This design comes from an exercise in tuning for small area on the open sky130 flow, not from production work. At most, simulation tests tie the RTL to the original design; equivalence was not proved. No functional check of the RTL was part of run 3. Power and IR drop assume default switching activity.

<file path="flow/config.mk">
export PLATFORM = sky130hd
export DESIGN_NAME = kcpsm6
export DESIGN_NICKNAME = kcpsm6
export VERILOG_FILES = /design/flow/design.v
export SDC_FILE = /design/flow/constraint.sdc
export NUM_CORES = 4
export LEC_CHECK = 0
export CAP_MARGIN = 20
export CORE_MARGIN = 2
export CORE_UTILIZATION = 60
export CTS_BUF_LIST = sky130_fd_sc_hd__clkbuf_8
export CTS_CLUSTER_DIAMETER = 60
export CTS_CLUSTER_SIZE = 20
export PLACE_DENSITY = 0.75
export SLEW_MARGIN = 20
export SYNTH_HIERARCHICAL = 1
export SYNTH_MINIMUM_KEEP_SIZE = 0
</file>
<file path="flow/run.sh">
#!/bin/bash
# synth_recipe.tcl (not shown) runs the flow's synth.tcl, then flattens the netlist and writes it again
# the make line also repeats each setting of config.mk as NAME=value (left out here)
make -C /OpenROAD-flow-scripts/flow DESIGN_CONFIG=/design/flow/config.mk WORK_HOME=/design/flow/orfs CLKGATE_MAP_FILE= SYNTH_SCRIPT=/design/flow/synth_recipe.tcl finish
</file>
<file path="flow/design.v">
`timescale 1ns / 1ps
module aoi222 (input a0, input b0, input a1, input b1, input a2, input b2, output y);
  assign y = ~((a0 & b0) | (a1 & b1) | (a2 & b2));
endmodule
module aoi22 (input a0, input b0, input a1, input b1, output y);
  assign y = ~((a0 & b0) | (a1 & b1));
endmodule
module rdmux #(parameter N = 32) (input [N-1:0] s, input [N-1:0] d, output y);
  localparam G = N / 3, R = N % 3, P = G + (R != 0);
  wire [P-1:0] p;
  genvar i;
  generate
    for (i = 0; i < G; i = i + 1) begin : g
      aoi222 u (s[3*i], d[3*i], s[3*i+1], d[3*i+1], s[3*i+2], d[3*i+2], p[i]);
    end
    if (R == 2) begin : r2
      aoi22 u (s[3*G], d[3*G], s[3*G+1], d[3*G+1], p[G]);
    end
    if (R == 1) begin : r1
      assign p[G] = ~(s[3*G] & d[3*G]);
    end
  endgenerate
  assign y = ~&p;
endmodule
module nor2g (input a, input b, output y);
  assign y = ~(a | b);
endmodule
module dec #(parameter AW = 5, parameter W = 1)
  (input [AW-1:0] a, input we, output [(1<<AW)-1:0] y, output [(1<<AW)-1:0] w);
  localparam NB = 1 << (AW - 2);
  wire [3:0] pa_n, paw_n;
  wire [NB-1:0] pb_n;
  genvar i;
  generate
    for (i = 0; i < 4; i = i + 1) begin : pa
      assign pa_n[i] = ~(a[1:0] == i);
      assign paw_n[i] = ~(we & (a[1:0] == i));
    end
    for (i = 0; i < NB; i = i + 1) begin : pb
      assign pb_n[i] = ~(a[AW-1:2] == i);
    end
    for (i = 0; i < (1<<AW); i = i + 1) begin : d
      nor2g ur (.a(pa_n[i%4]), .b(pb_n[i/4]), .y(y[i]));
      if (W) begin : wr
        nor2g uw (.a(paw_n[i%4]), .b(pb_n[i/4]), .y(w[i]));
      end else begin : nwr
        assign w[i] = 1'b0;
      end
    end
  endgenerate
endmodule
`timescale 1ps/1ps
module kcpsm6 (address, instruction, bram_enable, in_port, out_port, port_id, write_strobe, k_write_strobe, read_strobe, interrupt, interrupt_ack, sleep, reset, clk) ;
parameter [7:0] 	hwbuild = 8'h00 ;
parameter [11:0] 	interrupt_vector = 12'h3FF ;
parameter integer scratch_pad_memory_size = 64 ;   
output [11:0]	address ;
input	 [17:0]    	instruction ;
output		bram_enable ;
input	 [7:0]	in_port ;
output [7:0]	out_port ;
output [7:0]	port_id ;
output		write_strobe ;
output		k_write_strobe ;
output		read_strobe ;
input			interrupt ;
output		interrupt_ack ;
input			sleep ;
input			reset ;
input			clk ;
function lut_bit(input [63:0] init, input [5:0] idx);
  lut_bit = init[idx];
endfunction
wire	[2:1]		t_state_value ;
wire	[2:1]		t_state ;
wire 			run_value ;
wire              run ;
wire  		internal_reset_value ;
wire 			internal_reset ;
wire 			sync_sleep ;
wire 			int_enable_type ;
wire 			interrupt_enable_value ;
wire			interrupt_enable ;
wire			sync_interrupt ;
wire 			active_interrupt_value ;
wire 			active_interrupt ;
wire	[2:0]		arith_logical_sel ;
wire			arith_carry_in ;
wire			arith_carry_value ;
wire			arith_carry ;
wire 	[7:0]		half_arith_logical ;
wire 	[7:0]		logical_carry_mask ;
wire 	[7:0]		carry_arith_logical ;
wire 	[7:0]		arith_logical_value ;
wire 	[7:0]		arith_logical_result ;
wire 	[7:0]		shift_rotate_value ;
wire 	[7:0]		shift_rotate_result ;
wire			shift_in_bit ;
wire 	[7:0]		alu_result ;
wire 	[1:0]		alu_mux_sel_value ;
wire 	[1:0]		alu_mux_sel ;
wire			strobe_type ;
wire 			write_strobe_value ;
wire 			k_write_strobe_value ;
wire			read_strobe_value ;
wire			flag_enable_type ;
wire			flag_enable_value ;
wire			flag_enable ; 
wire			lower_parity ;
wire			lower_parity_sel ;
wire			carry_lower_parity ;
wire 			upper_parity ;
wire			parity ;
wire			shift_carry_value ;
wire			shift_carry ;
wire			carry_flag_value ;
wire			carry_flag ;
wire 			use_zero_flag_value ;
wire			use_zero_flag ;
wire 			drive_carry_in_zero ;
wire          	carry_in_zero ;
wire             	lower_zero ;
wire         	lower_zero_sel ;
wire       		carry_lower_zero ;
wire           	middle_zero ;
wire        	middle_zero_sel ;
wire      		carry_middle_zero ;
wire         	upper_zero_sel ;
wire        	zero_flag_value ;
wire              zero_flag ;
wire       		spm_enable_value ;
wire             	spm_enable ;
wire 	[7:0]		spm_ram_data ;
wire 	[7:0]		spm_data  ;
wire           	regbank_type ;
wire             	bank_value ;
wire              bank ;
wire          	loadstar_type ;
wire         	sx_addr4_value ;
wire   		register_enable_type ;
wire  		register_enable_value ;
wire        	register_enable ;
wire 	[4:0]		sx_addr ;
wire 	[4:0]		sy_addr ;
wire 	[7:0]		sx ;
wire 	[7:0]		sy ;
wire 	[7:0]		sy_or_kk ;
wire       		pc_move_is_valid ;
wire              move_type ;
wire           	returni_type ;
wire 	[2:0]		pc_mode ;
wire 	[11:0]	register_vector ;
wire 	[11:0]	half_pc ;
wire 	[10:0]	carry_pc ;
wire 	[11:0]	pc_value ;
wire 	[11:0]	pc ;
wire 	[11:0]	pc_vector ;
wire             	push_stack ;
wire              pop_stack ;
wire 	[11:0]	stack_memory ;
wire 	[11:0]	return_vector ;
wire       		stack_carry_flag ;
wire      		shadow_carry_flag ;
wire        	stack_zero_flag ;
wire      		shadow_zero_value ;
wire       		shadow_zero_flag ;
wire             	stack_bank ;
wire            	shadow_bank ;
wire              stack_bit ;
wire            	special_bit ;
wire 	[4:0]		half_pointer_value ;
wire 	[4:0]		feed_pointer_value ;
wire 	[4:0]		stack_pointer_carry ;
wire 	[4:0]		stack_pointer_value ;
wire 	[4:0]		stack_pointer ;
assign internal_reset_value = lut_bit(64'hFFFFF55500000EEE, {1'b1, reset, t_state[2], stack_pointer_carry[4], internal_reset, run});
assign run_value = lut_bit(64'hFFFFF55500000EEE, {1'b0, reset, t_state[2], stack_pointer_carry[4], internal_reset, run});
reg run_flop_q;
always @(posedge clk) run_flop_q <= run_value;
assign run = run_flop_q;
reg internal_reset_flop_q;
always @(posedge clk) internal_reset_flop_q <= internal_reset_value;
assign internal_reset = internal_reset_flop_q;
reg sync_sleep_flop_q;
always @(posedge clk) sync_sleep_flop_q <= sleep;
assign sync_sleep = sync_sleep_flop_q;
assign t_state_value[2] = lut_bit(64'h0083000B00C4004C, {1'b1, special_bit, internal_reset, sync_sleep, t_state[2], t_state[1]});
assign t_state_value[1] = lut_bit(64'h0083000B00C4004C, {1'b0, special_bit, internal_reset, sync_sleep, t_state[2], t_state[1]});
reg t_state1_flop_q;
always @(posedge clk) t_state1_flop_q <= t_state_value[1];
assign t_state[1] = t_state1_flop_q;
reg t_state2_flop_q;
always @(posedge clk) t_state2_flop_q <= t_state_value[2];
assign t_state[2] = t_state2_flop_q;
assign int_enable_type = lut_bit(64'h0010000000000800, {1'b1, instruction[17], instruction[16], instruction[15], instruction[14], instruction[13]});
assign loadstar_type = lut_bit(64'h0010000000000800, {1'b0, instruction[17], instruction[16], instruction[15], instruction[14], instruction[13]});
assign interrupt_enable_value = lut_bit(64'h000000000000CAAA, {internal_reset, active_interrupt, t_state[1], int_enable_type, instruction[0], interrupt_enable});                     
reg interrupt_enable_flop_q;
always @(posedge clk) interrupt_enable_flop_q <= interrupt_enable_value;
assign interrupt_enable = interrupt_enable_flop_q;
reg sync_interrupt_flop_q;
always @(posedge clk) sync_interrupt_flop_q <= interrupt;
assign sync_interrupt = sync_interrupt_flop_q;
assign sx_addr4_value = lut_bit(64'hCC33FF0080808080, {1'b1, loadstar_type, bank, sync_interrupt, t_state[2], interrupt_enable});
assign active_interrupt_value = lut_bit(64'hCC33FF0080808080, {1'b0, loadstar_type, bank, sync_interrupt, t_state[2], interrupt_enable});
reg active_interrupt_flop_q;
always @(posedge clk) active_interrupt_flop_q <= active_interrupt_value;
assign active_interrupt = active_interrupt_flop_q;
reg interrupt_ack_flop_q;
always @(posedge clk) interrupt_ack_flop_q <= active_interrupt;
assign interrupt_ack = interrupt_ack_flop_q;
assign pc_move_is_valid = lut_bit(64'h5A3CFFFF00000000, {instruction[17], instruction[16], instruction[15], instruction[14], zero_flag, carry_flag});
assign move_type = lut_bit(64'h7777027700000200, {1'b1, instruction[16], instruction[15], instruction[14], instruction[13], instruction[12]});
assign returni_type = lut_bit(64'h7777027700000200, {1'b0, instruction[16], instruction[15], instruction[14], instruction[13], instruction[12]});
assign pc_mode[1] = lut_bit(64'h0000F000000023FF, {1'b1, active_interrupt, pc_move_is_valid, move_type, returni_type, instruction[12]});
assign pc_mode[0] = lut_bit(64'h0000F000000023FF, {1'b0, active_interrupt, pc_move_is_valid, move_type, returni_type, instruction[12]});
assign pc_mode[2] = lut_bit(64'hFFFFFFFF00040000, {active_interrupt, instruction[17], instruction[16], instruction[15], instruction[14], instruction[12]});
assign push_stack = lut_bit(64'hFFFF100000002000, {1'b1, active_interrupt, pc_move_is_valid, move_type, instruction[13], instruction[12]});
assign pop_stack = lut_bit(64'hFFFF100000002000, {1'b0, active_interrupt, pc_move_is_valid, move_type, instruction[13], instruction[12]});
assign arith_logical_sel[0] = lut_bit(64'h03CA000004200000, {1'b1, 1'b1, instruction[16], instruction[15], instruction[14], instruction[13]});
assign alu_mux_sel_value[0] = lut_bit(64'h03CA000004200000, {1'b0, 1'b1, instruction[16], instruction[15], instruction[14], instruction[13]});
reg alu_mux_sel0_flop_q;
always @(posedge clk) alu_mux_sel0_flop_q <= alu_mux_sel_value[0];
assign alu_mux_sel[0] = alu_mux_sel0_flop_q;
assign arith_carry_in = lut_bit(64'h7708000000000F00, {1'b1, instruction[16], instruction[15], instruction[14], instruction[13], carry_flag});
assign alu_mux_sel_value[1] = lut_bit(64'h7708000000000F00, {1'b0, instruction[16], instruction[15], instruction[14], instruction[13], carry_flag});                     
reg alu_mux_sel1_flop_q;
always @(posedge clk) alu_mux_sel1_flop_q <= alu_mux_sel_value[1];
assign alu_mux_sel[1] = alu_mux_sel1_flop_q;
assign arith_logical_sel[2] = lut_bit(64'hD000000002000000, {1'b1, 1'b1, 1'b1, instruction[16], instruction[15], instruction[14]});
assign arith_logical_sel[1] = lut_bit(64'hD000000002000000, {1'b0, 1'b1, 1'b1, instruction[16], instruction[15], instruction[14]});
assign register_enable_type = lut_bit(64'h00013F3F0010F7CE, {1'b1, instruction[17], instruction[16], instruction[15], instruction[14], instruction[13]});
assign flag_enable_type = lut_bit(64'h00013F3F0010F7CE, {1'b0, instruction[17], instruction[16], instruction[15], instruction[14], instruction[13]});
assign register_enable_value = lut_bit(64'hC0CC0000A0AA0000, {1'b1, t_state[1], instruction[17], instruction[12], register_enable_type, flag_enable_type});
assign flag_enable_value = lut_bit(64'hC0CC0000A0AA0000, {1'b0, t_state[1], instruction[17], instruction[12], register_enable_type, flag_enable_type});
reg flag_enable_flop_q;
always @(posedge clk) flag_enable_flop_q <= (active_interrupt) ? 1'b0 : (flag_enable_value);
assign flag_enable = flag_enable_flop_q;
reg register_enable_flop_q;
always @(posedge clk) register_enable_flop_q <= (active_interrupt) ? 1'b0 : (register_enable_value);
assign register_enable = register_enable_flop_q;
assign spm_enable_value = lut_bit(64'h8000000020000000, {1'b1, t_state[1], strobe_type, instruction[17], instruction[14], instruction[13]});
assign k_write_strobe_value = lut_bit(64'h8000000020000000, {1'b0, t_state[1], strobe_type, instruction[17], instruction[14], instruction[13]});
reg k_write_strobe_flop_q;
always @(posedge clk) k_write_strobe_flop_q <= (active_interrupt) ? 1'b0 : (k_write_strobe_value);
assign k_write_strobe = k_write_strobe_flop_q;
reg spm_enable_flop_q;
always @(posedge clk) spm_enable_flop_q <= (active_interrupt) ? 1'b0 : (spm_enable_value);
assign spm_enable = spm_enable_flop_q;
assign write_strobe_value = lut_bit(64'h4000000001000000, {1'b1, t_state[1], strobe_type, instruction[17], instruction[14], instruction[13]});
assign read_strobe_value = lut_bit(64'h4000000001000000, {1'b0, t_state[1], strobe_type, instruction[17], instruction[14], instruction[13]});
reg write_strobe_flop_q;
always @(posedge clk) write_strobe_flop_q <= (active_interrupt) ? 1'b0 : (write_strobe_value);
assign write_strobe = write_strobe_flop_q;
reg read_strobe_flop_q;
always @(posedge clk) read_strobe_flop_q <= (active_interrupt) ? 1'b0 : (read_strobe_value);
assign read_strobe = read_strobe_flop_q;
assign regbank_type = lut_bit(64'h0080020000000000, {instruction[17], instruction[16], instruction[15], instruction[14], instruction[13], instruction[12]});
assign bank_value = lut_bit(64'hACACFF00FF00FF00, {t_state[1], regbank_type, bank, instruction[16], shadow_bank, instruction[0]});                     
reg bank_flop_q;
always @(posedge clk) bank_flop_q <= (internal_reset) ? 1'b0 : (bank_value);
assign bank = bank_flop_q;
reg sx_addr4_flop_q;
always @(posedge clk) sx_addr4_flop_q <= sx_addr4_value;
assign sx_addr[4] = sx_addr4_flop_q;
assign sx_addr[3:0] = instruction[11:8] ;
assign sy_addr = {bank, instruction[7:4]} ;
assign arith_carry_value = (carry_arith_logical[7]) ^ (1'b0);
reg arith_carry_flop_q;
always @(posedge clk) arith_carry_flop_q <= arith_carry_value;
assign arith_carry = arith_carry_flop_q;
assign lower_parity_sel = lut_bit(64'h0000000087780000, {1'b1, 1'b1, arith_logical_result[1], arith_logical_result[0], carry_flag, instruction[13]});
assign lower_parity = lut_bit(64'h0000000087780000, {1'b0, 1'b1, arith_logical_result[1], arith_logical_result[0], carry_flag, instruction[13]});  
assign carry_lower_parity = (lower_parity_sel) ? (1'b0) : (lower_parity);
assign upper_parity = lut_bit(64'h6996966996696996, {arith_logical_result[7], arith_logical_result[6], arith_logical_result[5], arith_logical_result[4], arith_logical_result[3], arith_logical_result[2]});                     
assign parity = (carry_lower_parity) ^ (upper_parity);
assign shift_carry_value = lut_bit(64'hFFFFAACCF0F0F0F0, {instruction[16], instruction[7], instruction[3], shadow_carry_flag, sx[7], sx[0]});                     
reg shift_carry_flop_q;
always @(posedge clk) shift_carry_flop_q <= shift_carry_value;
assign shift_carry = shift_carry_flop_q;
assign carry_flag_value = lut_bit(64'h3333AACCF0AA0000, {instruction[16], instruction[15], instruction[14], parity, arith_carry, shift_carry});
assign drive_carry_in_zero = lut_bit(64'h3333AACCF0AA0000, {1'b0, instruction[15], instruction[14], parity, arith_carry, shift_carry});  
reg carry_flag_flop_q;
always @(posedge clk) carry_flag_flop_q <= (internal_reset) ? 1'b0 : (flag_enable) ? (carry_flag_value) : carry_flag_flop_q;
assign carry_flag = carry_flag_flop_q;
assign carry_in_zero = (carry_flag_value) ? (1'b0) : (drive_carry_in_zero);
assign use_zero_flag_value = lut_bit(64'hA280000000F000F0, {1'b1, 1'b1, instruction[16], instruction[15], instruction[14], instruction[13]});
assign strobe_type = lut_bit(64'hA280000000F000F0, {1'b0, 1'b1, instruction[16], instruction[15], instruction[14], instruction[13]});                     
reg use_zero_flag_flop_q;
always @(posedge clk) use_zero_flag_flop_q <= use_zero_flag_value;
assign use_zero_flag = use_zero_flag_flop_q;
assign lower_zero_sel = lut_bit(64'h0000000000000001, {1'b1, alu_result[4], alu_result[3], alu_result[2], alu_result[1], alu_result[0]});
assign lower_zero = lut_bit(64'h0000000000000001, {1'b0, alu_result[4], alu_result[3], alu_result[2], alu_result[1], alu_result[0]});                     
assign carry_lower_zero = (lower_zero_sel) ? (carry_in_zero) : (lower_zero);
assign middle_zero_sel = lut_bit(64'h0000000D00000000, {1'b1, alu_result[7], alu_result[6], alu_result[5], zero_flag, use_zero_flag});
assign middle_zero = lut_bit(64'h0000000D00000000, {1'b0, alu_result[7], alu_result[6], alu_result[5], zero_flag, use_zero_flag});                     
assign carry_middle_zero = (middle_zero_sel) ? (carry_lower_zero) : (middle_zero);
assign upper_zero_sel = lut_bit(64'hFBFF000000000000, {1'b1, 1'b1, 1'b1, instruction[16], instruction[15], instruction[14]});                     
assign zero_flag_value = (upper_zero_sel) ? (carry_middle_zero) : (shadow_zero_flag);
reg zero_flag_flop_q;
always @(posedge clk) zero_flag_flop_q <= (internal_reset) ? 1'b0 : (flag_enable) ? (zero_flag_value) : zero_flag_flop_q;
assign zero_flag = zero_flag_flop_q;
assign register_vector = {sx[3:0], sy} ;
genvar i ;
genvar j ;
generate
for (i = 0 ; i <= 11 ; i = i+1)
begin : address_loop
parameter [7:0] id4 = 8'h30 + i/4 ;
parameter [7:0] id8 = 8'h30 + i/8 ;
parameter [7:0] ip4d8 = 8'h30 + (i+4)/8 ;	  
reg return_vector_flop_q;
always @(posedge clk) return_vector_flop_q <= stack_memory[i];
assign return_vector[i] = return_vector_flop_q;
if (i % 2 == 0) begin: output_data
assign pc_vector[i+1] = lut_bit(64'hFF00F0F0CCCCAAAA, {1'b1, instruction[12], return_vector[i+1], instruction[i+1], return_vector[i], instruction[i]});
assign pc_vector[i] = lut_bit(64'hFF00F0F0CCCCAAAA, {1'b0, instruction[12], return_vector[i+1], instruction[i+1], return_vector[i], instruction[i]});
end 
reg pc_flop_q;
always @(posedge clk) pc_flop_q <= (internal_reset) ? 1'b0 : (t_state[1]) ? (pc_value[i]) : pc_flop_q;
assign pc[i] = pc_flop_q;
if (i == 0) begin: lsb_pc
if (interrupt_vector[i] == 1'b0) begin: low_int_vector
assign half_pc[i] = lut_bit(64'h00AA000033CC0F00, {pc_mode[2], pc_mode[1], pc_mode[0], pc[i], pc_vector[i], register_vector[i]});
end 
if (interrupt_vector[i] == 1'b1) begin: high_int_vector
assign half_pc[i] = lut_bit(64'h00AA00FF33CC0F00, {pc_mode[2], pc_mode[1], pc_mode[0], pc[i], pc_vector[i], register_vector[i]});
end 
assign pc_value[i] = (1'b0) ^ (half_pc[i]);
assign carry_pc[i] = (half_pc[i]) ? (1'b0) : (pc_mode[0]);
end 
if (i > 0) begin : upper_pc
if (interrupt_vector[i] == 1'b0) begin: low_int_vector
assign half_pc[i] = lut_bit(64'h00AA0000CCCCF000, {pc_mode[2], pc_mode[1], pc_mode[0], pc[i], pc_vector[i], register_vector[i]});
end 
if (interrupt_vector[i] == 1'b1) begin: high_int_vector
assign half_pc[i] = lut_bit(64'h00AA00FFCCCCF000, {pc_mode[2], pc_mode[1], pc_mode[0], pc[i], pc_vector[i], register_vector[i]});
end 
assign pc_value[i] = (carry_pc[i-1]) ^ (half_pc[i]);
if (i < 11) begin: mid_pc
assign carry_pc[i] = (half_pc[i]) ? (carry_pc[i-1]) : (1'b0);
end 
end 
end 
endgenerate
reg shadow_carry_flag_flop_q;
always @(posedge clk) shadow_carry_flag_flop_q <= stack_carry_flag;
assign shadow_carry_flag = shadow_carry_flag_flop_q;
reg stack_zero_flop_q;
always @(posedge clk) stack_zero_flop_q <= stack_zero_flag;
assign shadow_zero_value = stack_zero_flop_q;
reg shadow_zero_flag_flop_q;
always @(posedge clk) shadow_zero_flag_flop_q <= shadow_zero_value;
assign shadow_zero_flag = shadow_zero_flag_flop_q;
reg shadow_bank_flop_q;
always @(posedge clk) shadow_bank_flop_q <= stack_bank;
assign shadow_bank = shadow_bank_flop_q;
reg stack_bit_flop_q;
always @(posedge clk) stack_bit_flop_q <= stack_bit;
assign special_bit = stack_bit_flop_q;
wire [31:0] sp_sel ;
wire [15:0] stack_wd = {zero_flag, carry_flag, run, bank, pc} ;
wire [15:0] stack_rd ;
wire [31:0] sp_wr ;
dec #(.AW(5), .W(1)) sp_dec (.a(stack_pointer[4:0]), .we(t_state[1]), .y(sp_sel), .w(sp_wr)) ;
reg [15:0] stack_mem [0:31] ;
generate
for (i = 0 ; i < 32 ; i = i+1) begin : stack_word
  always @(posedge clk) if (sp_wr[i]) stack_mem[i] <= stack_wd ;
end
for (j = 0 ; j < 16 ; j = j+1) begin : stack_bit_rd
  wire [31:0] col ;
  for (i = 0 ; i < 32 ; i = i+1) begin : c
    assign col[i] = stack_mem[i][j] ;
  end
  rdmux #(.N(32)) u (.s(sp_sel), .d(col), .y(stack_rd[j])) ;
end
endgenerate
assign {stack_zero_flag, stack_carry_flag, stack_bit, stack_bank, stack_memory} = stack_rd ;
generate
for (i = 0 ; i <= 4 ; i = i+1)
begin : stack_loop
parameter [7:0]	id4 = 8'h30 + i/4 ;
if (i == 0) begin: lsb_stack
reg pointer_flop_q;
always @(posedge clk) pointer_flop_q <= (internal_reset) ? 1'b0 : (stack_pointer_value[i]);
assign stack_pointer[i] = pointer_flop_q;
assign half_pointer_value[i] = lut_bit(64'h001529AAAAAAAAAA, {1'b1, t_state[2], t_state[1], push_stack, pop_stack, stack_pointer[i]});
assign feed_pointer_value[i] = lut_bit(64'h001529AAAAAAAAAA, {1'b0, t_state[2], t_state[1], push_stack, pop_stack, stack_pointer[i]});
assign stack_pointer_value[i] = (1'b0) ^ (half_pointer_value[i]);
assign stack_pointer_carry[i] = (half_pointer_value[i]) ? (1'b0) : (feed_pointer_value[i]);
end 
if (i > 0) begin: upper_stack
reg pointer_flop_q;
always @(posedge clk) pointer_flop_q <= (internal_reset) ? 1'b0 : (stack_pointer_value[i]);
assign stack_pointer[i] = pointer_flop_q;
assign half_pointer_value[i] = lut_bit(64'h002A252AAAAAAAAA, {1'b1, t_state[2], t_state[1], push_stack, pop_stack, stack_pointer[i]});
assign feed_pointer_value[i] = lut_bit(64'h002A252AAAAAAAAA, {1'b0, t_state[2], t_state[1], push_stack, pop_stack, stack_pointer[i]});
assign stack_pointer_value[i] = (stack_pointer_carry[i-1]) ^ (half_pointer_value[i]);
assign stack_pointer_carry[i] = (half_pointer_value[i]) ? (stack_pointer_carry[i-1]) : (feed_pointer_value[i]);
end 
end 
endgenerate
generate
for (i = 0 ; i <= 7 ; i = i+1)
begin : data_path_loop
parameter [7:0]	id1 = 8'h30 + i ;
parameter [7:0]	id2 = 8'h30 + i/2 ;
parameter [7:0]	id4 = 8'h30 + i/4 ;
if (i % 2 == 0) begin: output_data
assign sy_or_kk[i+1] = lut_bit(64'hFF00F0F0CCCCAAAA, {1'b1, instruction[12], instruction[i+1], sy[i+1], instruction[i], sy[i]});
assign sy_or_kk[i] = lut_bit(64'hFF00F0F0CCCCAAAA, {1'b0, instruction[12], instruction[i+1], sy[i+1], instruction[i], sy[i]});
end 
if (i % 2 == 0) begin: second_operand
assign out_port[i+1] = lut_bit(64'hFF00F0F0CCCCAAAA, {1'b1, instruction[13], instruction[i+5], sx[i+1], instruction[i+4], sx[i]});
assign out_port[i] = lut_bit(64'hFF00F0F0CCCCAAAA, {1'b0, instruction[13], instruction[i+5], sx[i+1], instruction[i+4], sx[i]});
end 
assign half_arith_logical[i] = lut_bit(64'h69696E8ACCCC0000, {1'b1, arith_logical_sel[2], arith_logical_sel[1], arith_logical_sel[0], sx[i], sy_or_kk[i]});
assign logical_carry_mask[i] = lut_bit(64'h69696E8ACCCC0000, {1'b0, arith_logical_sel[2], arith_logical_sel[1], arith_logical_sel[0], sx[i], sy_or_kk[i]});
reg arith_logical_flop_q;
always @(posedge clk) arith_logical_flop_q <= arith_logical_value[i];
assign arith_logical_result[i] = arith_logical_flop_q;
if (i == 0) begin: lsb_arith_logical
assign carry_arith_logical[i] = (half_arith_logical[i]) ? (arith_carry_in) : (logical_carry_mask[i]);
assign arith_logical_value[i] = (arith_carry_in) ^ (half_arith_logical[i]);
end 
if (i > 0) begin: upper_arith_logical
assign carry_arith_logical[i] = (half_arith_logical[i]) ? (carry_arith_logical[i-1]) : (logical_carry_mask[i]);
assign arith_logical_value[i] = (carry_arith_logical[i-1]) ^ (half_arith_logical[i]);
end 
if (hwbuild[i] == 1'b0) begin: low_hwbuild 
reg shift_rotate_flop_q;
always @(posedge clk) shift_rotate_flop_q <= (instruction[7]) ? 1'b0 : (shift_rotate_value[i]);
assign shift_rotate_result[i] = shift_rotate_flop_q;
end 
if (hwbuild[i] == 1'b1) begin: high_hwbuild 
reg shift_rotate_flop_q;
always @(posedge clk) shift_rotate_flop_q <= (instruction[7]) ? 1'b1 : (shift_rotate_value[i]);
assign shift_rotate_result[i] = shift_rotate_flop_q;
end 
if (i == 0) begin: lsb_shift_rotate
assign shift_in_bit = lut_bit(64'hBFBC8F8CB3B08380, {sx[7], sx[0], carry_flag, instruction[2], instruction[1], instruction[0]});
assign shift_rotate_value[i+1] = lut_bit(64'hFF00F0F0CCCCAAAA, {1'b1, instruction[3], sx[i+2], sx[i], sx[i+1], shift_in_bit});
assign shift_rotate_value[i] = lut_bit(64'hFF00F0F0CCCCAAAA, {1'b0, instruction[3], sx[i+2], sx[i], sx[i+1], shift_in_bit});
end 
if (i == 2 || i == 4) begin: mid_shift_rotate
assign shift_rotate_value[i+1] = lut_bit(64'hFF00F0F0CCCCAAAA, {1'b1, instruction[3], sx[i+2], sx[i], sx[i+1], sx[i-1]});
assign shift_rotate_value[i] = lut_bit(64'hFF00F0F0CCCCAAAA, {1'b0, instruction[3], sx[i+2], sx[i], sx[i+1], sx[i-1]});
end 
if (i == 6) begin: msb_shift_rotate
assign shift_rotate_value[i+1] = lut_bit(64'hFF00F0F0CCCCAAAA, {1'b1, instruction[3], shift_in_bit, sx[i], sx[i+1], sx[i-1]});
assign shift_rotate_value[i] = lut_bit(64'hFF00F0F0CCCCAAAA, {1'b0, instruction[3], shift_in_bit, sx[i], sx[i+1], sx[i-1]});
end 
assign alu_result[i] = lut_bit(64'hFF00F0F0CCCCAAAA, {alu_mux_sel[1], alu_mux_sel[0], spm_data[i], in_port[i], shift_rotate_result[i], arith_logical_result[i]});
if (scratch_pad_memory_size == 64) begin : small_spm
reg spm_flop_q;
always @(posedge clk) spm_flop_q <= spm_ram_data[i];
assign spm_data[i] = spm_flop_q;
end 
if (scratch_pad_memory_size == 128) begin : medium_spm
RAM128X1S  #(
	.INIT	(128'h00000000000000000000000000000000))
spm_ram(       
	.D      (sx[i]),
	.WE 	(spm_enable),
	.WCLK 	(clk),
	.A0 	(sy_or_kk[0]),
	.A1 	(sy_or_kk[1]),
	.A2 	(sy_or_kk[2]),
	.A3 	(sy_or_kk[3]),
	.A4 	(sy_or_kk[4]),
	.A5 	(sy_or_kk[5]),
	.A6 	(sy_or_kk[6]),
	.O      (spm_ram_data[i]));
reg spm_flop_q;
always @(posedge clk) spm_flop_q <= spm_ram_data[i];
assign spm_data[i] = spm_flop_q;
end 
if (scratch_pad_memory_size == 256) begin : large_spm
RAM256X1S #(
	.INIT	(256'h0000000000000000000000000000000000000000000000000000000000000000))
spm_ram (       
	.D      (sx[i]),
	.WE 	(spm_enable),
	.WCLK 	(clk),
	.A 	(sy_or_kk),
	.O      (spm_ram_data[i]));
reg spm_flop_q;
always @(posedge clk) spm_flop_q <= spm_ram_data[i];
assign spm_data[i] = spm_flop_q;
end 
end 
endgenerate
wire [63:0] spm_sel ;
wire [63:0] spm_wr ;
dec #(.AW(6), .W(1)) spm_dec (.a(sy_or_kk[5:0]), .we(spm_enable), .y(spm_sel), .w(spm_wr)) ;
reg [7:0] spm_mem [0:63] ;
generate
for (i = 0 ; i < 64 ; i = i+1) begin : spm_word
  always @(posedge clk) if (spm_wr[i]) spm_mem[i] <= sx ;
end
for (j = 0 ; j < 8 ; j = j+1) begin : spm_bit_rd
  wire [63:0] col ;
  for (i = 0 ; i < 64 ; i = i+1) begin : c
    assign col[i] = spm_mem[i][j] ;
  end
  rdmux #(.N(64)) u (.s(spm_sel), .d(col), .y(spm_ram_data[j])) ;
end
endgenerate
wire [31:0] sx_sel ;
wire [31:0] sy_sel ;
wire [31:0] sx_wr ;
dec #(.AW(5), .W(1)) sx_dec (.a(sx_addr), .we(register_enable), .y(sx_sel), .w(sx_wr)) ;
wire [31:0] sy_unused ;
dec #(.AW(5), .W(0)) sy_dec (.a(sy_addr), .we(1'b0), .y(sy_sel), .w(sy_unused)) ;
reg [7:0] reg_mem [0:31] ;
generate
for (i = 0 ; i < 32 ; i = i+1) begin : reg_word
  always @(posedge clk) if (sx_wr[i]) reg_mem[i] <= alu_result ;
end
for (j = 0 ; j < 8 ; j = j+1) begin : reg_bit_rd
  wire [31:0] col ;
  for (i = 0 ; i < 32 ; i = i+1) begin : c
    assign col[i] = reg_mem[i][j] ;
  end
  rdmux #(.N(32)) ux (.s(sx_sel), .d(col), .y(sx[j])) ;
  rdmux #(.N(32)) uy (.s(sy_sel), .d(col), .y(sy[j])) ;
end
endgenerate
assign address = pc;
assign bram_enable = t_state[2];
assign port_id = sy_or_kk;
endmodule
</file>
<file path="flow/constraint.sdc">
create_clock -name core_clock -period 9.0 [get_ports {clk}]
set_input_delay 1.8000 -clock core_clock [delete_from_list [all_inputs] [get_ports {clk}]]
set_output_delay 1.8000 -clock core_clock [all_outputs]
set_load 0.01 [all_outputs]
</file>
==> results of run 1 <==
==> path summary, 6_finish.rpt <==
path	to	slack, ns	cells past startpoint
worst max-delay path	port_id[2]	0.85	9
worst max register to register	data_path_loop[0].small_spm.spm_flop_q$_DFF_P_	3.24	13
worst min register to register	shadow_zero_flag_flop_q$_DFF_P_	0.40	0
worst min-delay path	shadow_zero_flag_flop_q$_DFF_P_	0.40	0
==> power by group through the flow <==
| stage | combinational, µW | clock, µW | sequential, µW |
|---|---|---|---|
| 2_1_floorplan | 456 | 0 | 7240 |
| 3_5_place_dp | 851 | 0 | 7270 |
| 3_3_place_gp | 829 | 0 | 7260 |
| 4_1_cts | 848 | 3260 | 7120 |
| 6_report | 863 | 3230 | 7120 |
| 5_1_grt | 906 | 3490 | 7120 |
==> through the flow <==
stage                     worst slack (ns)  total power, µW  hold slack, ns  area, µm²
after CTS                            0.986            11200           0.402      56100
after detailed placement              1.00             8120           0.385      54100
final                                0.850            11200           0.403      56200
after global routing                 0.841            11500           0.387      56200
after global placement               0.974             8090           0.376      54100
after floorplan                       2.84             7700           0.310      51900
==> state kept, by name, indices dropped and copies added (netlist names), 4 cells and up <==
signal,cells
address_loop.pc_flop_q,12
address_loop.return_vector_flop_q,12
data_path_loop.arith_logical_flop_q,8
data_path_loop.low_hwbuild.shift_rotate_flop_q,8
data_path_loop.small_spm.spm_flop_q,8
reg_mem,256
spm_mem,512
stack_loop.upper_stack.pointer_flop_q,4
stack_mem,512
==> critical path, stage by stage <==
cell and delay (ns):
clkdlybuf4s50_1 1.02, or3b_1 0.70, nor2_1 0.63, a222oi_1 0.30, nand4_1 0.24, or3_1 0.26
mux2i_1 0.17, inv_1 0.52, clkdlybuf4s50_1 0.67
==> final cells by class <==
| class | instances | area, µm² |
|---|---|---|
| antenna | 4 | 10.0 |
| clock buffer | 101 | 1390 |
| clock inverter | 64 | 584 |
| fill | 5808 | 29200 |
| inverter | 25 | 93.8 |
| multi-input combinational | 1514 | 11400 |
| sequential | 1362 | 40100 |
| tap | 1144 | 1430 |
| timing repair buffer | 141 | 1230 |
==> per-layer routing <==
metal  vias up  wire [µm]  GRT usage, %
met2      2508      66300          49.4
met1     16202      54200          45.6
met4         2       6050          11.5
met3       329      17400          6.53
met5         -         10             0
li1      13394          -             -
==> metrics.yaml, run 1 <==
grt_max_degree: 70
dp.cells: 4184
switching_share_pct: 24.4
final_layout_size_suffix_gt1_share_pct: 10.9
area_growth_pct: 8.35
instances_no_fill: 4355
die_w_um: 298
gp_congestion: 0.985
tightestPinTransition_ns: 1.15
r2r_start: "bank_flop_q$_SDFFE_PP0P_"
grt_pass1_wl_mm: 208
yosys_warnings: 10
rsz0062_at_grt: "no"
avgRoutedWirePerCell_um: 33.1
synth_nets: 3030
grt_usage_pct: 31.9
post-route-util_pct: 65.8
post-cts-setup-buffers: 0
period_share_pct: 90.6
hold_path_class: "reg -> reg"
mostFrequentLayoutCells: "edfxtp_1, a222oi_1, nor2_1"
die-area_um2: 88800
seqPwrFrac_pct: 63.5
p_leak_uw: 0.0168
clk_path_buf_depth: 3
numPortBuffers: 62
fmax_mhz: 123
numCtsBuffers: 96
worst_clock_skew_ns: 0.0445
avgSynthCellArea_um2: 17.5
antenna_found_initial: 5
grt_pass1_vias: 30760
fp-row-count: 107
tritoncts: "done"
grt.overflow.total: 0
final_common_cell: "edfxtp_1"
dp_hpwl_mm: 93.5
p_int_uw: 8470
h-tree-depth: 3
path_max_fanout: 20
cp-end-kind: "primary output"
crit_path_start_kind: "input port"
cts_sinks: 1362
setup_viol: 0
hold_viol: 0
cp.required_ns: 7.20
finalMaxSlewViolations: 0
post_cts_resized: 0
outcome: "timing/DRC/antenna clean"
vdd_drop_max_v: 0.000199
holdCritStartpoint: "stack_zero_flop_q$_DFF_P_"
clock_latency_ns: 0.80
clock-root-buffer: "clkbuf_8"
fin_nets: 3199
combPwrFrac_pct: 7.7
setup.worst_path.class: "in -> out"
drtPass1Iterations: 14
hold_buffers: 0
coreArea_um2: 85400
clk_pin_slew_ns: 0.12
startpoint: "instruction[7]"
num_vias: 32435
slew_headroom_pct: 23.1
clkPwrFrac_pct: 28.8
synthCells: 2971
p_per_area_nw_per_um2: 200
avgViaCountPerCell: 7.45
min_period_ns: 8.15
power.switching_uw: 2740
drc: 0
drtAntennaViolNets: 0
drt_wl_total_mm: 144
netlist_area_um2: 51900
ios: 63
crit_arrival_ns: 6.35
first_iter_violations: 7121
die-height_um: 298
drv_cap: 0
finalSetupTns_ns: 0
initial_utilization_pct: 60.7
==> run 2, diff against run 1 <==
--- a/flow/config.mk
+++ b/flow/config.mk
@@ -10,5 +10,5 @@
 export CORE_UTILIZATION = 60
-export CTS_BUF_LIST = sky130_fd_sc_hd__clkbuf_8
-export CTS_CLUSTER_DIAMETER = 60
-export CTS_CLUSTER_SIZE = 20
+export CTS_BUF_LIST = sky130_fd_sc_hd__clkbuf_16
+export CTS_CLUSTER_DIAMETER = 80
+export CTS_CLUSTER_SIZE = 30
 export PLACE_DENSITY = 0.75
==> metrics.yaml, run 2 <==
die-area_um2: 88800  # unchanged
ios: 63  # unchanged
fin_hold_ws_ns: 0.417  # was 0.403 ns
seqCellArea_um2: 40100  # unchanged
mostFrequentLayoutCells: "edfxtp_1, a222oi_1, nor2_1"  # unchanged
p_leak_uw: 0.0167  # was 0.0168 µW
grt.overflow.total: 0  # unchanged
drc: 0  # unchanged
worst_clock_skew_ns: 0.0341  # was 0.0445 ns
numPortBuffers: 62  # unchanged
setup_viol: 0  # unchanged
area_growth_pct: 7.89  # was 8.35%
multi_input_comb_area_um2: 11400  # about the same
clock_latency_ns: 0.69  # was 0.80 ns
setup.worst_path.class: "in -> out"  # unchanged
drt_wl_total_mm: 144  # about the same
fmax_mhz: 123  # about the same
power_uw: 11100  # was 11200 µW
vdd_drop_max_v: 0.000251  # was 0.000199 V
slowest_stage: "clkdlybuf4s50_1"  # unchanged
top_regs: "spm_mem x512, stack_mem x512, reg_mem x256"  # unchanged
clk_path_buf_depth: 3  # unchanged
cp-end-kind: "primary output"  # unchanged
first_iter_violations: 7169  # was 7121
initial_utilization_pct: 60.7  # unchanged
drtPass1Iterations: 14  # unchanged
crit_path_start_kind: "input port"  # unchanged
num_vias: 32203  # was 32.4k
path_max_fanout: 20  # unchanged
dp_hpwl_mm: 93.5  # unchanged
clk_pin_slew_ns: 0.12  # about the same
avgRoutedWirePerCell_um: 33.5  # was 33.1 µm
final_common_cell: "edfxtp_1"  # unchanged
fillers: 5828  # was 5808
die_w_um: 298  # unchanged
crit_arrival_ns: 6.35  # about the same
slew_headroom_pct: 21.4  # was 23.1%
clock-root-buffer: "clkbuf_16"  # was clkbuf_8
synth_nets: 3030  # unchanged
drv_cap: 0  # unchanged
grt_max_degree: 70  # unchanged
tightestPinTransition_ns: 1.17  # was 1.15 ns
avgSynthCellArea_um2: 17.5  # unchanged
yosys_warnings: 10  # unchanged
tritoncts: "done"  # unchanged
path_buf_inv: 3  # unchanged
dpl_cell_area_um2: 54100  # unchanged
synthCells: 2971  # unchanged
finalMaxSlewViolations: 0  # unchanged
finalSetupTns_ns: 0  # unchanged
grt_pass1_wl_mm: 208  # about the same
stdcell_area_um2: 55900  # was 56200 µm²
outcome: "timing/DRC/antenna clean"  # unchanged
fin_nets: 3156  # was 3199
p_per_area_nw_per_um2: 198  # was 200 nW/µm²
netlist_area_um2: 51900  # unchanged
hold_viol: 0  # unchanged
dp.cells: 4184  # unchanged
post_cts_resized: 0  # unchanged
h-tree-depth: 2  # was 3
post-cts-setup-buffers: 0  # unchanged
rsz0062_at_grt: "no"  # unchanged
min_period_ns: 8.15  # about the same
period_share_pct: 90.5  # was 90.6%
grt_usage_pct: 31.8  # was 31.9%
cp_cell_sequence: "clkdlybuf4s50_1 > or3b_1 > nor2_1 > a222oi_1 > nand4_1 > or3_1 > mux2i_1 > inv_1 > clkdlybuf4s50_1"  # unchanged
coreArea_um2: 85400  # unchanged
fp-row-count: 107  # unchanged
hold_buffers: 0  # unchanged
gp_congestion: 0.985  # unchanged
drtAntennaViolNets: 0  # unchanged
antenna_found_initial: 2  # was 5
grt_pass1_vias: 30304  # was 30.8k
cp.required_ns: 7.20  # about the same
instances_no_fill: 4290  # was 4355
cts_sinks: 1362  # unchanged
max_stage_delay_ns: 0.99  # was 1.02 ns
crit_family: "buffers and inverters"  # unchanged
path_common_cell: "clkdlybuf4s50_1"  # unchanged
die-height_um: 298  # unchanged
avgViaCountPerCell: 7.51  # was 7.45
hold_path_class: "reg -> reg"  # unchanged
numCtsBuffers: 55  # was 96
final_layout_size_suffix_gt1_share_pct: 8.68  # was 10.9%
==> run 2: layer usage <==
metal | GRT usage [%] | vias up | share of wire (%)
li1 | - | 13287 | -
met1 | 45.8 | 16085 | 37
met2 | 49.6 | 2507 | 46
met3 | 5.65 | 324 | 12
met4 | 10.9 | 0 | 4.0
met5 | 0 | - | 0
==> run 2: cell type report <==
cell class / count / share of cell area (%)
multi-input combinational: 1514 / 20.3
antenna: 2 / 0.00895
timing repair buffer: 139 / 2.16
clock buffer: 57 / 2.55
sequential: 1362 / 71.6
clock inverter: 47 / 0.586
tap: 1144 / 2.56
inverter: 25 / 0.168
==> run 2: worst register-to-register path: stages, from the launching register on <==
cell and delay, ns:
dfxtp_1 0.62, nand3b_1 0.26, nor2_1 0.22, a222oi_1 0.55, nand4_1 0.31, or3_1 0.53, mux2i_1 0.31, inv_1 0.38
nand4bb_1 0.58, nor2_1 0.32, a222oi_1 0.53, nand4_1 0.25, a211oi_1 0.66, nand2_1 0.11
==> run 2: path summary, 6_finish.rpt <==
kind / start / to / slack (ns) / cells after the start
setup / recovery: instruction[7] / port_id[2] / 0.85 / 9
hold / removal: stack_zero_flop_q$_DFF_P_ / shadow_zero_flag_flop_q$_DFF_P_ / 0.42 / 0
setup reg to reg: bank_flop_q$_SDFFE_PP0P_ / data_path_loop[0].small_spm.spm_flop_q$_DFF_P_ / 3.25 / 13
hold reg to reg: stack_zero_flop_q$_DFF_P_ / shadow_zero_flag_flop_q$_DFF_P_ / 0.42 / 0
==> run 2: metrics by stage <==
| stage | utilization (%) | setup WS [ns] |
|---|---|---|
| floorplan | - | 2.84 |
| global placement | 63.4 | 0.974 |
| detailed placement | 63.4 | 1.00 |
| CTS | 65.4 | 0.986 |
| global route | 65.5 | 0.858 |
| finish | 65.5 | 0.854 |
==> run 2: report_power, final <==
group	internal, µW	switching [µW]
clock	1230	1880
combinational	224	638
sequential	7090	37.2
==> run 3, diff against run 2 <==
--- a/flow/design.v
+++ b/flow/design.v
@@ -419,5 +419,2 @@
 assign logical_carry_mask[i] = lut_bit(64'h69696E8ACCCC0000, {1'b0, arith_logical_sel[2], arith_logical_sel[1], arith_logical_sel[0], sx[i], sy_or_kk[i]});
-reg arith_logical_flop_q;
-always @(posedge clk) arith_logical_flop_q <= arith_logical_value[i];
-assign arith_logical_result[i] = arith_logical_flop_q;
 if (i == 0) begin: lsb_arith_logical
@@ -430,12 +427,2 @@
 end 
-if (hwbuild[i] == 1'b0) begin: low_hwbuild 
-reg shift_rotate_flop_q;
-always @(posedge clk) shift_rotate_flop_q <= (instruction[7]) ? 1'b0 : (shift_rotate_value[i]);
-assign shift_rotate_result[i] = shift_rotate_flop_q;
-end 
-if (hwbuild[i] == 1'b1) begin: high_hwbuild 
-reg shift_rotate_flop_q;
-always @(posedge clk) shift_rotate_flop_q <= (instruction[7]) ? 1'b1 : (shift_rotate_value[i]);
-assign shift_rotate_result[i] = shift_rotate_flop_q;
-end 
 if (i == 0) begin: lsb_shift_rotate
@@ -453,42 +440,11 @@
 end 
-assign alu_result[i] = lut_bit(64'hFF00F0F0CCCCAAAA, {alu_mux_sel[1], alu_mux_sel[0], spm_data[i], in_port[i], shift_rotate_result[i], arith_logical_result[i]});
-if (scratch_pad_memory_size == 64) begin : small_spm
-reg spm_flop_q;
-always @(posedge clk) spm_flop_q <= spm_ram_data[i];
-assign spm_data[i] = spm_flop_q;
-end 
-if (scratch_pad_memory_size == 128) begin : medium_spm
-RAM128X1S  #(
-	.INIT	(128'h00000000000000000000000000000000))
-spm_ram(       
-	.D      (sx[i]),
-	.WE 	(spm_enable),
-	.WCLK 	(clk),
-	.A0 	(sy_or_kk[0]),
-	.A1 	(sy_or_kk[1]),
-	.A2 	(sy_or_kk[2]),
-	.A3 	(sy_or_kk[3]),
-	.A4 	(sy_or_kk[4]),
-	.A5 	(sy_or_kk[5]),
-	.A6 	(sy_or_kk[6]),
-	.O      (spm_ram_data[i]));
-reg spm_flop_q;
-always @(posedge clk) spm_flop_q <= spm_ram_data[i];
-assign spm_data[i] = spm_flop_q;
-end 
-if (scratch_pad_memory_size == 256) begin : large_spm
-RAM256X1S #(
-	.INIT	(256'h0000000000000000000000000000000000000000000000000000000000000000))
-spm_ram (       
-	.D      (sx[i]),
-	.WE 	(spm_enable),
-	.WCLK 	(clk),
-	.A 	(sy_or_kk),
-	.O      (spm_ram_data[i]));
-reg spm_flop_q;
-always @(posedge clk) spm_flop_q <= spm_ram_data[i];
-assign spm_data[i] = spm_flop_q;
-end 
 end 
 endgenerate
+reg [7:0] result_q ;
+always @(posedge clk)
+  result_q <= alu_mux_sel_value[1] ? spm_ram_data :
+              alu_mux_sel_value[0] ? (instruction[7] ? hwbuild : shift_rotate_value) :
+              arith_logical_value ;
+assign alu_result = (alu_mux_sel[1] & ~alu_mux_sel[0]) ? in_port : result_q ;
+assign arith_logical_result = result_q ;
 wire [63:0] spm_sel ;
--- a/flow/config.mk
+++ b/flow/config.mk
@@ -9,3 +9,3 @@
 export CORE_MARGIN = 2
-export CORE_UTILIZATION = 60
+export CORE_UTILIZATION = 70
 export CTS_BUF_LIST = sky130_fd_sc_hd__clkbuf_16
@@ -13,3 +13,3 @@
 export CTS_CLUSTER_SIZE = 30
-export PLACE_DENSITY = 0.75
+export PLACE_DENSITY = 0.85
 export SLEW_MARGIN = 20
==> metrics.yaml, run 3 <==
r2r_start: "bank_flop_q$_SDFFE_PP0P_"  # unchanged
clk_path_buf_depth: 3  # unchanged
instances_no_fill: 4114  # was 4290
clock-root-buffer: "clkbuf_16"  # unchanged
tightestPinTransition_ns: 1.19  # was 1.17 ns
fmax_mhz: 122  # was 123 MHz
crit_arrival_ns: 6.40  # was 6.35 ns
setup.worst_path.class: "in -> out"  # unchanged
path_max_fanout: 71  # was 20
die-area_um2: 75700  # was 88800 µm²
clock_latency_ns: 0.69  # about the same
top_regs: "spm_mem x512, stack_mem x512, reg_mem x256"  # unchanged
setup_viol: 0  # unchanged
dp.cells: 4009  # was 4184
h-tree-depth: 2  # unchanged
hold_buffers: 0  # unchanged
fp-row-count: 99  # was 107
drv_cap: 0  # unchanged
slew_headroom_pct: 20.4  # was 21.4%
grt_pass1_wl_mm: 208  # about the same
slowest_stage: "clkdlybuf4s50_1"  # unchanged
cp-endpoint: "out_port[0]"  # was port_id[2]
first_iter_violations: 7861  # was 7169
grt_usage_pct: 38.1  # was 31.8%
period_share_pct: 91.1  # was 90.5%
vdd_drop_max_v: 0.000247  # was 0.000251 V
drc: 0  # unchanged
antenna_found_initial: 10  # was 2
area_growth_pct: 7.20  # was 7.89%
drtPass1Iterations: 14  # unchanged
die-height_um: 275  # was 298 µm
startpoint: "instruction[10]"  # was instruction[7]
reg2reg_slack_ns: 2.10  # was 3.25 ns
seqCellArea_um2: 39800  # was 40100 µm²
drt_wl_total_mm: 145  # was 144 mm
p_leak_uw: 0.0177  # was 0.0167 µW
fillers: 3982  # was 5828
num_vias: 33473  # was 32.2k
grt_pass1_vias: 30854  # was 30.3k
synthCells: 2976  # was 2971
dpl_cell_area_um2: 53500  # was 54100 µm²
outcome: "timing/DRC/antenna clean"  # unchanged
post-route-util_pct: 75.7  # was 65.5%
coreArea_um2: 72800  # was 85400 µm²
post_cts_resized: 0  # unchanged
rsz0062_at_grt: "no"  # unchanged
yosys_warnings: 10  # unchanged
avgViaCountPerCell: 8.14  # was 7.51
drtAntennaViolNets: 0  # unchanged
max_stage_delay_ns: 0.78  # was 0.99 ns
final_common_cell: "edfxtp_1"  # unchanged
die_w_um: 275  # was 298 µm
initial_utilization_pct: 70.6  # was 60.7%
tritoncts: "done"  # unchanged
stdcell_area_um2: 55200  # was 55900 µm²
worst_clock_skew_ns: 0.0385  # was 0.0341 ns
netlist_area_um2: 51400  # was 51900 µm²
crit_path_start_kind: "input port"  # unchanged
avgSynthCellArea_um2: 17.3  # was 17.5 µm²
cp.required_ns: 7.20  # about the same
hold_path_class: "reg -> reg"  # unchanged
hold_viol: 0  # unchanged
fin_nets: 3169  # was 3156
cp_cell_sequence: "clkdlybuf4s50_1 > or3b_1 > nor2_1 > a222oi_1 > nand3_1 > or3_2 > buf_4 > inv_1 > o21ai_0 > clkdlybuf4s50_1"  # was clkdlybuf4s50_1 > or3b_1 > nor2_1 > a222oi_1 > nand4_1 > or3_1 > mux2i_1 > inv_1 > clkdlybuf4s50_1
ff2ff_path_depth: 17  # was 13
power_uw: 10900  # was 11100 µW
min_period_ns: 8.20  # was 8.15 ns
clk_pin_slew_ns: 0.11  # was 0.12 ns
avgRoutedWirePerCell_um: 35.3  # was 33.5 µm
cp-end-kind: "primary output"  # unchanged
numPortBuffers: 62  # unchanged
post-cts-setup-buffers: 0  # unchanged
gp_congestion: 0.956  # was 0.985
grt.overflow.total: 0  # unchanged
finalSetupTns_ns: 0  # unchanged
grt_max_degree: 72  # was 70
r2r-end: "result_q[0]$_DFF_P_"  # was data_path_loop[0].small_spm.spm_flop_q$_DFF_P_
dp_hpwl_mm: 93.4  # was 93.5 mm
p_per_area_nw_per_um2: 197  # was 198 nW/µm²
synth_nets: 3035  # was 3030
ios: 63  # unchanged
finalMaxSlewViolations: 0  # unchanged
numCtsBuffers: 52  # was 55
mostFrequentLayoutCells: "edfxtp_1, a222oi_1, nor2_1"  # unchanged
final_layout_size_suffix_gt1_share_pct: 7.93  # was 8.68%
multi_input_comb_area_um2: 11200  # was 11400 µm²
cts_sinks: 1346  # was 1362
path_common_cell: "clkdlybuf4s50_1"  # unchanged
run 3: critical path: cells and delay by family:
kind,cells,cell delay (ns)
simple gates,4,1.64
compound gates,2,0.56
buf+inv,4,2.34
run 3: metal layers:
| metal | track usage [%] | routed length (µm) |
|---|---|---|
| met2 | 58.1 | 65800 |
| met1 | 55.1 | 50200 |
| met3 | 8.80 | 22300 |
| met5 | 0 | 82 |
| met4 | 13.8 | 6940 |
run 3: cell type report:
class,instances,share of cell area [%]
repair buffers,154,2.38
flip-flops and latches,1346,72.1
diodes,2,0.00907
well taps,959,2.18
inverters,26,0.177
clock inverters,44,0.417
clock buffers,53,2.40
multi-input cells,1530,20.3
run 3: report_power, final:
group	switching (µW)	internal (µW)	total [µW]
Sequential	29.6	7020	7050
Combinational	713	227	940
Clock	1800	1100	2910
run 3: worst min path at each step:
stage                              startpoint                              end  slack, ns  cells past startpoint
CTS                 stack_zero_flop_q$_DFF_P_  shadow_zero_flag_flop_q$_DFF_P_       0.37                      0
global placement    stack_zero_flop_q$_DFF_P_  shadow_zero_flag_flop_q$_DFF_P_       0.35                      0
global route        stack_zero_flop_q$_DFF_P_  shadow_zero_flag_flop_q$_DFF_P_       0.38                      0
finish              stack_zero_flop_q$_DFF_P_  shadow_zero_flag_flop_q$_DFF_P_       0.37                      0
detailed placement  stack_zero_flop_q$_DFF_P_  shadow_zero_flag_flop_q$_DFF_P_       0.35                      0
floorplan           stack_zero_flop_q$_DFF_P_  shadow_zero_flag_flop_q$_DFF_P_       0.31                      0
run 3: stage by stage:
stage                     hold slack, ns  setup WS, ns
after CTS                          0.367         0.927
after global routing               0.379         0.714
final                              0.367         0.799
after global placement             0.349         0.860
after floorplan                    0.310          2.89
after detailed placement           0.348         0.768
==> run 4, diff against run 3 <==
--- a/flow/design.v
+++ b/flow/design.v
@@ -28,5 +28,5 @@
 module dec #(parameter AW = 5, parameter W = 1)
-  (input [AW-1:0] a, input we, output [(1<<AW)-1:0] y, output [(1<<AW)-1:0] w);
-  localparam NB = 1 << (AW - 2);
-  wire [3:0] pa_n, paw_n;
+  (input [AW-1:0] a, input we, output [(1<<AW)-1:0] y, output [(W ? (1<<AW) : 1)-1:0] w);
+  localparam LA = AW / 2, NA = 1 << LA, NB = 1 << (AW - LA);
+  wire [NA-1:0] pa_n, paw_n;
   wire [NB-1:0] pb_n;
@@ -34,15 +34,16 @@
   generate
-    for (i = 0; i < 4; i = i + 1) begin : pa
-      assign pa_n[i] = ~(a[1:0] == i);
-      assign paw_n[i] = ~(we & (a[1:0] == i));
+    for (i = 0; i < NA; i = i + 1) begin : pa
+      assign pa_n[i] = ~(a[LA-1:0] == i);
+      assign paw_n[i] = ~(we & (a[LA-1:0] == i));
     end
     for (i = 0; i < NB; i = i + 1) begin : pb
-      assign pb_n[i] = ~(a[AW-1:2] == i);
+      assign pb_n[i] = ~(a[AW-1:LA] == i);
+    end
+    if (!W) begin : nw
+      assign w = 1'b0;
     end
     for (i = 0; i < (1<<AW); i = i + 1) begin : d
-      nor2g ur (.a(pa_n[i%4]), .b(pb_n[i/4]), .y(y[i]));
+      nor2g ur (.a(pa_n[i%NA]), .b(pb_n[i/NA]), .y(y[i]));
       if (W) begin : wr
-        nor2g uw (.a(paw_n[i%4]), .b(pb_n[i/4]), .y(w[i]));
-      end else begin : nwr
-        assign w[i] = 1'b0;
+        nor2g uw (.a(paw_n[i%NA]), .b(pb_n[i/NA]), .y(w[i]));
       end
@@ -469,3 +470,3 @@
 dec #(.AW(5), .W(1)) sx_dec (.a(sx_addr), .we(register_enable), .y(sx_sel), .w(sx_wr)) ;
-wire [31:0] sy_unused ;
+wire sy_unused ;
 dec #(.AW(5), .W(0)) sy_dec (.a(sy_addr), .we(1'b0), .y(sy_sel), .w(sy_unused)) ;
==> metrics.yaml, run 4 <==
yosys_warnings: 10  # unchanged
top_regs: "spm_mem x512, stack_mem x512, reg_mem x256"  # unchanged
grt_usage_pct: 38.4  # was 38.1%
drtAntennaViolNets: 0  # unchanged
stdcell_area_um2: 55100  # was 55200 µm²
clkPwrFrac_pct: 27.0  # was 26.7%
final_layout_size_suffix_gt1_share_pct: 8.13  # was 7.93%
instances_no_fill: 4086  # was 4114
crit_path_start_kind: "input port"  # unchanged
switching_share_pct: 22.8  # was 23.4%
fp-row-count: 99  # unchanged
netlist_area_um2: 51400  # about the same
avgViaCountPerCell: 8.06  # was 8.14
path_max_fanout: 17  # was 71
fin_nets: 3144  # was 3169
post-route-util_pct: 75.6  # was 75.7%
grt.overflow.total: 0  # unchanged
crit_arrival_ns: 8.68  # was 6.40 ns
die-height_um: 275  # about the same
num_vias: 32951  # was 33.5k
gp_congestion: 0.973  # was 0.956
h-tree-depth: 2  # unchanged
dp_hpwl_mm: 96.2  # was 93.4 mm
drtPass1Iterations: 13  # was 14
setup_viol: 0  # unchanged
clk_pin_slew_ns: 0.10  # was 0.11 ns
avgRoutedWirePerCell_um: 35.5  # was 35.3 µm
cts_sinks: 1346  # unchanged
cp-end-kind: "flip-flop"  # was primary output
coreArea_um2: 72800  # unchanged
avgSynthCellArea_um2: 17.4  # was 17.3 µm²
p_per_area_nw_per_um2: 196  # was 197 nW/µm²
place_worst_setup_slack_ns: 0.749  # was 0.768 ns
whs_path_depth: 0  # unchanged
numPortBuffers: 62  # unchanged
die-area_um2: 75600  # was 75700 µm²
clock_latency_ns: 0.67  # was 0.69 ns
synthCells: 2951  # was 2976
numCtsBuffers: 53  # was 52
mostFrequentLayoutCells: "edfxtp_1, a222oi_1, nor2_1"  # unchanged
dp.cells: 3988  # was 4009
combPwrFrac_pct: 8.1  # was 8.6%
worst_clock_skew_ns: 0.0386  # was 0.0385 ns
power.switching_uw: 2470  # was 2550 µW
period_share_pct: 90.5  # was 91.1%
p_int_uw: 8350  # about the same
rsz0062_at_grt: "no"  # unchanged
grt_pass1_vias: 30720  # was 30.9k
dpl_cell_area_um2: 53400  # was 53500 µm²
antenna_found_initial: 14  # was 10
clk_path_buf_depth: 3  # unchanged
fin_ws_ns: 0.854  # was 0.799 ns
clock-root-buffer: "clkbuf_16"  # unchanged
hold_buffers: 0  # unchanged
drt_wl_total_mm: 145  # about the same
synth_nets: 3010  # was 3035
setup.worst_path.class: "in -> reg"  # was in -> out
initial_utilization_pct: 70.6  # about the same
slew_headroom_pct: 22.8  # was 20.4%
finalSetupTns_ns: 0  # unchanged
grt_pass1_wl_mm: 208  # about the same
min_period_ns: 8.15  # was 8.20 ns
area_growth_pct: 7.19  # was 7.20%
outcome: "timing/DRC/antenna clean"  # unchanged
drc: 0  # unchanged
finalMaxSlewViolations: 0  # unchanged
hold_viol: 0  # unchanged
tightestPinTransition_ns: 1.15  # was 1.19 ns
p_leak_uw: 0.0164  # was 0.0177 µW
cp.required_ns: 9.53  # was 7.20 ns
post_cts_resized: 0  # unchanged
tritoncts: "done"  # unchanged
seqPwrFrac_pct: 65.0  # was 64.7%
hold_path_class: "reg -> reg"  # unchanged
post-cts-setup-buffers: 0  # unchanged
grt_max_degree: 70  # was 72
first_iter_violations: 8361  # was 7861
ios: 63  # unchanged
die_w_um: 275  # about the same
drv_cap: 0  # unchanged
vdd_drop_max_v: 0.000201  # was 0.000247 V
ff2ff_path_depth: 16  # was 17
fmax_mhz: 123  # was 122 MHz
final_common_cell: "edfxtp_1"  # unchanged
==> run 4: critical path: stages <==
cell	delay, ns
clkdlybuf4s50_1	0.61
buf_4	0.31
or3b_1	0.22
nor2_1	0.21
a222oi_1	0.62
nand4_1	0.39
or3_1	0.47
mux2i_1	0.55
inv_1	0.35
nand3b_1	0.63
nor2_1	0.38
a222oi_1	0.60
nand4_1	0.25
nor4_1	0.78
nand2_1	0.21
a21oi_1	0.18
o31ai_1	0.09
==> run 4: per-layer routing <==
| metal | global-route usage [%] | wire, µm | up-vias |
|---|---|---|---|
| li1 | - | - | 13172 |
| met1 | 54.3 | 48800 | 16053 |
| met2 | 60.2 | 67700 | 3282 |
| met3 | 9.12 | 22700 | 434 |
| met4 | 12.4 | 5890 | 10 |
| met5 | 0 | 57 | - |
==> run 4: power groups by stage <==
| stage | Combinational, µW | Clock, µW | Sequential [µW] |
|---|---|---|---|
| after global placement | 820 | 0 | 7170 |
| after global routing | 910 | 3110 | 7030 |
| final | 871 | 2920 | 7030 |
| after CTS | 847 | 2910 | 7030 |
| after floorplan | 468 | 0 | 7150 |
| after detailed placement | 848 | 0 | 7170 |
==> run 4: path summary, 6_finish.rpt <==
path | slack (ns) | endpoint | startpoint
max | 0.85 | result_q[4]$_DFF_P_ | instruction[7]
min | 0.35 | shadow_zero_flag_flop_q$_DFF_P_ | stack_zero_flop_q$_DFF_P_
max reg2reg | 1.78 | result_q[4]$_DFF_P_ | bank_flop_q$_SDFFE_PP0P_
min reg2reg | 0.35 | shadow_zero_flag_flop_q$_DFF_P_ | stack_zero_flop_q$_DFF_P_
==> run 4: cell type report <==
| class | count | area [µm²] |
|---|---|---|
| multi-input cells | 1508 | 11200 |
| flip-flops and latches | 1346 | 39800 |
| clock inverters | 43 | 256 |
| well taps | 959 | 1200 |
| fillers | 4068 | 17700 |
| diodes | 1 | 2.50 |
| clock buffers | 53 | 1330 |
| repair buffers | 148 | 1270 |
| inverters | 28 | 105 |
==> run 4: through the flow <==
stage | hold WS (ns) | total power [µW]
3_3_place_gp | 0.318 | 7990
5_1_grt | 0.351 | 11000
6_report | 0.352 | 10800
2_1_floorplan | 0.310 | 7620
3_5_place_dp | 0.322 | 8020
4_1_cts | 0.347 | 10800

-- port drivers added, routing unchanged --
The flow's constraints put no driver on any port. The routed layouts listed below were extracted and timed again, unchanged, in two steps. Step 1 assumes that a clkbuf_16 drives the clock port and a buf_2 every other input. Step 2, shift: input delay + t, output delay - t, t = (earliest + latest rising clock arrival at the registers) / 2. This alone moves slack from input paths to output paths. a / b / c = ideal / step 1 / step 2; a / b = the first two.
run | t, ns | setup slack, ns | worst hold slack (ns) | worst slew at a driven data input, ns
run 1 | 0.837 | 0.850 / 0.820 / 0.781 | 0.403 / 0.403 / 0.403 | 0.10
run 2 | 0.742 | 0.854 / 0.823 / 0.799 | 0.417 / 0.417 / 0.417 | 0.09
run 3 | 0.743 | 0.799 / 0.776 / 0.187 | 0.367 / 0.367 / 0.367 | 0.14
run 4 | 0.722 | 0.854 / 0.885 / 0.163 | 0.352 / 0.352 / 0.352 | 0.15
After both steps setup and hold are still met in every run listed. The setup slack of run 4, which loses most, moves by +0.031 ns with the drivers and by -0.691 ns with both steps.
